From an optimization exercise on the open Yosys and OpenROAD flow, aimed at small area and a short achievable clock period; shortcuts taken in it are not production practice.
Function was checked by simulation only, so behaviour that the tests miss may differ from the original.
Power figures rest on the tool's default switching activity, not on a simulated workload.

==> lagoon: inputs <==
==> flow/design.v <==
module PIPELINE_Processor(
  input clk,
  input reset,
  output [63:0] imem_addr,
  input  [31:0] imem_rdata,
  output [63:0] dmem_addr,
  output [63:0] dmem_wdata,
  output dmem_we,
  output dmem_re,
  input  [63:0] dmem_rdata,
  output wb_en,
  output [4:0] wb_rd,
  output [63:0] wb_data
);
  reg  [63:1] pc;
  reg         ifid_r, ifid_ld, ifid_sd, ifid_br, ifid_ai;    
  reg  [31:7] ifid_ins;
  reg  [63:1] ifid_pc;
  reg         idex_rw, idex_mr, idex_mw, idex_br;
  reg         idex_sub, idex_and, idex_or, idex_imm;
  reg  [4:0]  idex_rd;
  reg  [11:0] idex_immv;
  reg  [63:0] idex_a, idex_b;
  reg  [63:1] idex_tgt;
  reg         exm_rw, exm_mr, exm_mw, exm_tk;
  reg  [4:0]  exm_rd;
  reg  [63:0] exm_alu, exm_wd;
  reg  [63:1] exm_tgt;
  reg         mwb_rw;
  reg  [4:0]  mwb_rd;
  reg  [63:0] mwb_d;
  wire [63:0] rf [1:31];
  reg  [31:1] rv;
  wire [6:0] op = imem_rdata[6:0];
  wire [63:1] pc_inc = pc + 63'd2;
  wire [63:1] pc_nx  = exm_tk ? exm_tgt : pc_inc;
  always @(posedge clk or posedge reset)
    if (reset) begin
      pc <= 63'd0;
      ifid_r <= 1'b0; ifid_ld <= 1'b0; ifid_sd <= 1'b0; ifid_br <= 1'b0; ifid_ai <= 1'b0;
    end else begin
      pc <= pc_nx;
      ifid_r  <= (op == 7'b0110011);
      ifid_ld <= (op == 7'b0000011);
      ifid_sd <= (op == 7'b0100011);
      ifid_br <= (op == 7'b1100011);
      ifid_ai <= (op == 7'b0010011);
    end
  always @(posedge clk) begin
    ifid_ins <= imem_rdata[31:7];
    ifid_pc  <= pc;
  end
  assign imem_addr = {pc, 1'b0};
  wire [4:0] rd  = ifid_ins[11:7];
  wire [4:0] rs1 = ifid_ins[19:15];
  wire [4:0] rs2 = ifid_ins[24:20];
  wire [3:0] fn  = {ifid_ins[30], ifid_ins[14:12]};
  wire [11:0] immI = ifid_ins[31:20];
  wire [11:0] immS = {ifid_ins[31:25], ifid_ins[11:7]};
  wire [12:1] immB = {ifid_ins[31], ifid_ins[7], ifid_ins[30:25], ifid_ins[11:8]};
  wire [63:1] tgt  = ifid_pc + {{51{immB[12]}}, immB};
  wire [63:0] mem_val = exm_mr ? dmem_rdata : exm_alu;
  reg [63:0] rf1, rf2;
  reg        v1, v2;
  integer i;
  always @(*) begin
    rf1 = 64'd0; rf2 = 64'd0; v1 = 1'b0; v2 = 1'b0;
    for (i = 1; i < 32; i = i + 1) begin
      if (rs1 == i && rv[i]) begin rf1 = rf1 | rf[i]; v1 = 1'b1; end
      if (rs2 == i && rv[i]) begin rf2 = rf2 | rf[i]; v2 = 1'b1; end
    end
  end
  wire [63:0] reg1 = v1 ? rf1 : {59'd0, rs1};
  wire [63:0] reg2 = v2 ? rf2 : {59'd0, rs2};
  wire exm_fw = exm_rw & (exm_rd != 5'd0);
  wire idex_fw = idex_rw & (idex_rd != 5'd0);
  wire [63:0] res;
  wire [63:0] opa = (idex_fw && idex_rd == rs1) ? res :
                    (exm_fw && exm_rd == rs1) ? mem_val : reg1;
  wire [63:0] opb = (idex_fw && idex_rd == rs2) ? res :
                    (exm_fw && exm_rd == rs2) ? mem_val : reg2;
  always @(posedge clk or posedge reset)
    if (reset) begin
      idex_rw <= 1'b0; idex_mr <= 1'b0; idex_mw <= 1'b0; idex_br <= 1'b0;
    end else begin
      idex_rw <= ifid_r | ifid_ld | ifid_ai;
      idex_mr <= ifid_ld;
      idex_mw <= ifid_sd;
      idex_br <= ifid_br;
    end
  always @(posedge clk) begin
    idex_sub  <= ifid_r & (fn == 4'b1000);
    idex_and  <= ifid_r & (fn == 4'b0111);
    idex_or   <= ifid_r & (fn == 4'b0110);
    idex_imm  <= ifid_ld | ifid_sd | ifid_ai;
    idex_rd   <= rd;
    idex_immv <= ifid_sd ? immS : immI;
    idex_a    <= opa;
    idex_b    <= opb;
    idex_tgt  <= tgt;
  end
  wire [63:0] a  = idex_a;
  wire [63:0] bf = idex_b;
  wire [63:0] b  = idex_imm ? {{52{idex_immv[11]}}, idex_immv} : bf;
  wire [63:0] bx = b ^ {64{idex_sub}};
  wire [64:0] sum = {a, 1'b1} + {bx, idex_sub};
  wire [63:0] lg  = idex_and ? (a & b) : (a | b);
  assign      res = (idex_and | idex_or) ? lg : sum[64:1];
  wire        eq  = (a == bf);
  always @(posedge clk or posedge reset)
    if (reset) begin
      exm_rw <= 1'b0; exm_mr <= 1'b0; exm_mw <= 1'b0; exm_tk <= 1'b0;
    end else begin
      exm_rw <= idex_rw;
      exm_mr <= idex_mr;
      exm_mw <= idex_mw;
      exm_tk <= idex_br & eq;
    end
  always @(posedge clk) begin
    exm_rd  <= idex_rd;
    exm_alu <= res;
    exm_wd  <= bf;
    exm_tgt <= idex_tgt;
  end
  assign dmem_addr  = exm_alu;
  assign dmem_wdata = exm_wd;
  assign dmem_we    = exm_mw;
  assign dmem_re    = exm_mr;
  always @(posedge clk or posedge reset)
    if (reset) mwb_rw <= 1'b0;
    else       mwb_rw <= exm_rw;
  always @(posedge clk) begin
    mwb_rd <= exm_rd;
    mwb_d  <= mem_val;
  end
  assign wb_en   = mwb_rw;
  assign wb_rd   = mwb_rd;
  assign wb_data = mwb_d;
  genvar g;
  generate
    for (g = 1; g < 32; g = g + 1) begin : regs
      reg [63:0] x;
      always @(posedge clk)
        if (exm_rw && exm_rd == g) x <= mem_val;
      assign rf[g] = x;
    end
  endgenerate
  always @(posedge clk or posedge reset)
    if (reset) rv <= 31'd0;
    else if (exm_fw) rv[exm_rd] <= 1'b1;
endmodule
==> flow/flow/run.sh <==
#!/bin/bash
set -euo pipefail
export SETUP_SLACK_MARGIN=6.2
export BUFFER_PORTS_ARGS="-buffer_cell sky130_fd_sc_hd__buf_2"
bash standard.sh > standard_flow.log 2>&1
==> flow/standard.sh <==
#!/bin/bash
# synth_recipe.tcl (not shown) runs the flow's synth.tcl, then flattens the netlist and writes it again
# the make line also repeats each setting of config.mk as NAME=value (left out here)
make -C /OpenROAD-flow-scripts/flow DESIGN_CONFIG=/design/flow/config.mk WORK_HOME=/design/flow/orfs CLKGATE_MAP_FILE= SYNTH_SCRIPT=/design/flow/synth_recipe.tcl "${@:-finish}"
==> flow/config.mk <==
export PLATFORM = sky130hd
export DESIGN_NAME = PIPELINE_Processor
export DESIGN_NICKNAME = PIPELINE_Processor
export VERILOG_FILES = /design/flow/design.v
export SDC_FILE = /design/flow/constraint.sdc
export NUM_CORES = 4
export LEC_CHECK = 0
export CAP_MARGIN = 20
export CORE_MARGIN = 2
export CORE_UTILIZATION = 45
export CTS_CLUSTER_DIAMETER = 60
export CTS_CLUSTER_SIZE = 30
export PLACE_DENSITY = 0.55
export SLEW_MARGIN = 20
==> flow/constraint.sdc <==
create_clock -name core_clock -period 10.0 [get_ports {clk}]
set_input_delay 2.0000 -clock core_clock [delete_from_list [all_inputs] [get_ports {clk}]]
set_output_delay 2.0000 -clock core_clock [all_outputs]
set_load 0.01 [all_outputs]
==> inputs of onyx, as changes to lagoon <==
--- a/flow/design.v
+++ b/flow/design.v
@@ -19,6 +19,5 @@
   reg         idex_rw, idex_mr, idex_mw, idex_br;
-  reg         idex_sub, idex_and, idex_or, idex_imm;
+  reg         idex_add, idex_sub, idex_and, idex_or;       
   reg  [4:0]  idex_rd;
-  reg  [11:0] idex_immv;
-  reg  [63:0] idex_a, idex_b;
+  reg  [63:0] idex_a, idex_b, idex_sd;
   reg  [63:1] idex_tgt;
@@ -59,2 +58,3 @@
   wire [11:0] immS = {ifid_ins[31:25], ifid_ins[11:7]};
+  wire [11:0] immX = ifid_sd ? immS : immI;
   wire [12:1] immB = {ifid_ins[31], ifid_ins[7], ifid_ins[30:25], ifid_ins[11:8]};
@@ -91,2 +91,3 @@
   always @(posedge clk) begin
+    idex_add  <= ~(ifid_r & (fn == 4'b1000 || fn == 4'b0111 || fn == 4'b0110));
     idex_sub  <= ifid_r & (fn == 4'b1000);
@@ -94,17 +95,15 @@
     idex_or   <= ifid_r & (fn == 4'b0110);
-    idex_imm  <= ifid_ld | ifid_sd | ifid_ai;
     idex_rd   <= rd;
-    idex_immv <= ifid_sd ? immS : immI;
     idex_a    <= opa;
-    idex_b    <= opb;
+    idex_b    <= (ifid_ld | ifid_sd | ifid_ai) ? {{52{immX[11]}}, immX} :
+                 opb ^ {64{ifid_r & (fn == 4'b1000)}};
+    idex_sd   <= opb;
     idex_tgt  <= tgt;
   end
-  wire [63:0] a  = idex_a;
-  wire [63:0] bf = idex_b;
-  wire [63:0] b  = idex_imm ? {{52{idex_immv[11]}}, idex_immv} : bf;
-  wire [63:0] bx = b ^ {64{idex_sub}};
-  wire [64:0] sum = {a, 1'b1} + {bx, idex_sub};
-  wire [63:0] lg  = idex_and ? (a & b) : (a | b);
-  assign      res = (idex_and | idex_or) ? lg : sum[64:1];
-  wire        eq  = (a == bf);
+  wire [63:0] a   = idex_a;
+  wire [63:0] b   = idex_b;
+  wire [64:0] sum = {a, 1'b1} + {b, idex_sub};       
+  assign      res = ({64{idex_add | idex_sub}} & sum[64:1]) |
+                    ({64{idex_and}} & (a & b)) | ({64{idex_or}} & (a | b));
+  wire        eq  = (a == b);
   always @(posedge clk or posedge reset)
@@ -121,3 +120,3 @@
     exm_alu <= res;
-    exm_wd  <= bf;
+    exm_wd  <= idex_sd;
     exm_tgt <= idex_tgt;
==> flow/flow/run.sh (replaced) <==
#!/bin/bash
set -euo pipefail
export SETUP_SLACK_MARGIN=6.5
export BUFFER_PORTS_ARGS="-buffer_cell sky130_fd_sc_hd__buf_2"
export CTS_ARGS="-sink_clustering_enable -repair_clock_nets -sink_clustering_size 30 -sink_clustering_max_diameter 60 -dont_use_dummy_load"
bash standard.sh > standard_flow.log 2>&1
--- a/flow/config.mk
+++ b/flow/config.mk
@@ -9,6 +9,6 @@
 export CORE_MARGIN = 2
-export CORE_UTILIZATION = 45
+export CORE_UTILIZATION = 35
 export CTS_CLUSTER_DIAMETER = 60
 export CTS_CLUSTER_SIZE = 30
-export PLACE_DENSITY = 0.55
+export PLACE_DENSITY = 0.5
 export SLEW_MARGIN = 20
==> inputs of sierra, as changes to lagoon <==
--- a/flow/design.v
+++ b/flow/design.v
@@ -20,2 +20,3 @@
   reg         idex_sub, idex_and, idex_or, idex_imm;
+  reg         idex_fa, idex_fb;                           
   reg  [4:0]  idex_rd;
@@ -75,8 +76,8 @@
   wire exm_fw = exm_rw & (exm_rd != 5'd0);
+  wire mwb_fw = mwb_rw & (mwb_rd != 5'd0);
   wire idex_fw = idex_rw & (idex_rd != 5'd0);
-  wire [63:0] res;
-  wire [63:0] opa = (idex_fw && idex_rd == rs1) ? res :
-                    (exm_fw && exm_rd == rs1) ? mem_val : reg1;
-  wire [63:0] opb = (idex_fw && idex_rd == rs2) ? res :
-                    (exm_fw && exm_rd == rs2) ? mem_val : reg2;
+  wire [63:0] opa = (exm_fw && exm_rd == rs1) ? mem_val :
+                    (mwb_fw && mwb_rd == rs1) ? mwb_d : reg1;
+  wire [63:0] opb = (exm_fw && exm_rd == rs2) ? mem_val :
+                    (mwb_fw && mwb_rd == rs2) ? mwb_d : reg2;
   always @(posedge clk or posedge reset)
@@ -95,2 +96,4 @@
     idex_imm  <= ifid_ld | ifid_sd | ifid_ai;
+    idex_fa   <= idex_fw && idex_rd == rs1;
+    idex_fb   <= idex_fw && idex_rd == rs2;
     idex_rd   <= rd;
@@ -101,4 +104,4 @@
   end
-  wire [63:0] a  = idex_a;
-  wire [63:0] bf = idex_b;
+  wire [63:0] a  = idex_fa ? exm_alu : idex_a;
+  wire [63:0] bf = idex_fb ? exm_alu : idex_b;
   wire [63:0] b  = idex_imm ? {{52{idex_immv[11]}}, idex_immv} : bf;
@@ -106,4 +109,3 @@
   wire [64:0] sum = {a, 1'b1} + {bx, idex_sub};
-  wire [63:0] lg  = idex_and ? (a & b) : (a | b);
-  assign      res = (idex_and | idex_or) ? lg : sum[64:1];
+  wire [63:0] res = idex_and ? (a & b) : idex_or ? (a | b) : sum[64:1];
   wire        eq  = (a == bf);
@@ -143,3 +145,3 @@
       always @(posedge clk)
-        if (exm_rw && exm_rd == g) x <= mem_val;
+        if (mwb_rw && mwb_rd == g) x <= mwb_d;
       assign rf[g] = x;
@@ -149,3 +151,3 @@
     if (reset) rv <= 31'd0;
-    else if (exm_fw) rv[exm_rd] <= 1'b1;
+    else if (mwb_rw && mwb_rd != 5'd0) rv[mwb_rd] <= 1'b1;
 endmodule
==> flow/run.sh (new file) <==
#!/bin/bash
# synth_recipe.tcl (not shown) runs the flow's synth.tcl, then flattens the netlist and writes it again
# the make line also repeats each setting of config.mk as NAME=value (left out here)
make -C /OpenROAD-flow-scripts/flow DESIGN_CONFIG=/design/flow/config.mk WORK_HOME=/design/flow/orfs CLKGATE_MAP_FILE= SYNTH_SCRIPT=/design/flow/synth_recipe.tcl finish
--- a/flow/config.mk
+++ b/flow/config.mk
@@ -9,6 +9,4 @@
 export CORE_MARGIN = 2
-export CORE_UTILIZATION = 45
-export CTS_CLUSTER_DIAMETER = 60
-export CTS_CLUSTER_SIZE = 30
-export PLACE_DENSITY = 0.55
+export CORE_UTILIZATION = 22
+export PLACE_DENSITY = 0.35
 export SLEW_MARGIN = 20
removed: flow/flow/run.sh
removed: flow/standard.sh
==> comparison <==
The lowest first-iteration DRC count belongs to sierra, the highest to onyx.
Register-to-register slack: onyx is higher than sierra (1500 ps).
Non-clock buffer count: sierra is lower than lagoon (207).
Core utilization: sierra < onyx < lagoon.
Combinational power: onyx > sierra > lagoon.
The lowest flip-flop and latch count belongs to lagoon, the highest to onyx.
The highest hold slack belongs to lagoon, the lowest to sierra.
Between sierra and lagoon, the lower global-route usage is in sierra (gap 22 points).
Clock power: onyx < lagoon < sierra.
The lowest sequential share of layout area belongs to sierra, the highest to lagoon.
==> figures <==
Outcome: onyx timing/DRC/antenna clean; sierra timing/DRC/antenna clean; lagoon timing/DRC/antenna clean
Switching share of total power: onyx 23.51%; sierra 23.91%; lagoon 25.75%
Non-clock buffer count in the final layout: onyx 1145; sierra 629; lagoon 836
Launch point of the worst path: onyx ifid_ins[18]$_DFF_P_; sierra ifid_ins[21]$_DFF_P_; lagoon ifid_ins[18]$_DFF_P_
Placement Setup Slack: onyx 4579 ps; sierra 4417 ps; lagoon 4337 ps
Critical path data required time: onyx 10760 ps; sierra 10810 ps; lagoon 10800 ps
Sequential portion of the cell area: onyx 54.54%; sierra 53.47%; lagoon 56.14%
Antenna violations before repair: onyx 118; sierra 51; lagoon 91
Deepest clock path buffer count: onyx 4; sierra 4; lagoon 3
Total of clock buffers placed in the layout: onyx 204; sierra 364; lagoon 202
Sequential group power: onyx 0.0124 W; sierra 0.0123 W; lagoon 0.0122 W
Mapped Nets: onyx 8796; sierra 8824; lagoon 8548
Global placer's final weighted congestion: onyx 0.9697; sierra 0.9249; lagoon 0.9438
DR vias: onyx 102593; sierra 96176; lagoon 98688
Global Route met3 Usage: onyx 19.63%; sierra 7.632%; lagoon 25.99%
Number of buffers inserted by post-CTS setup repair: onyx 329; sierra 0; lagoon 146
End of the critical path: onyx idex_a[2]$_DFF_P_; sierra idex_b[1]$_DFF_P_; lagoon idex_a[31]$_DFF_P_
Share of synthesized flip-flops with an asynchronous set or reset: onyx 3.987%; sierra 4.062%; lagoon 4.065%
Non-clk invs: onyx 221; sierra 176; lagoon 111
Area of the core: onyx 0.3235 mm2; sierra 0.5160 mm2; lagoon 0.2482 mm2
Wire length reported by the detailed router: onyx 676000 um; sierra 704000 um; lagoon 625100 um

==> static timing again, ports no longer ideal <==
No port has a modelled driver above. Below, the same layouts with a new extraction and two added sets of constraints. Step 1 assumes that a clkbuf_16 drives the clock port and a buf_2 every other input. Step 2 times the ports against the registers' clock, not the clock port: input delays grow and output delays shrink by t, the midpoint of the rising clock arrivals with the driver on. Slacks: ideal ports / drivers / drivers and shift; pairs: ideal ports / drivers.
run	shift t [ns]	slack for setup (ns)	worst slew at a driven data input, ns
lagoon	1.023	5.890 / 5.890 / 5.478	0.13
onyx	1.044	5.880 / 5.880 / 5.727	0.10
sierra	1.115	4.332 / 4.332 / 4.332	0.10
After both steps setup and hold are still met in every run listed. The setup slack of lagoon, which loses most, moves by 0.000 ns with the drivers and by -0.412 ns with both steps.
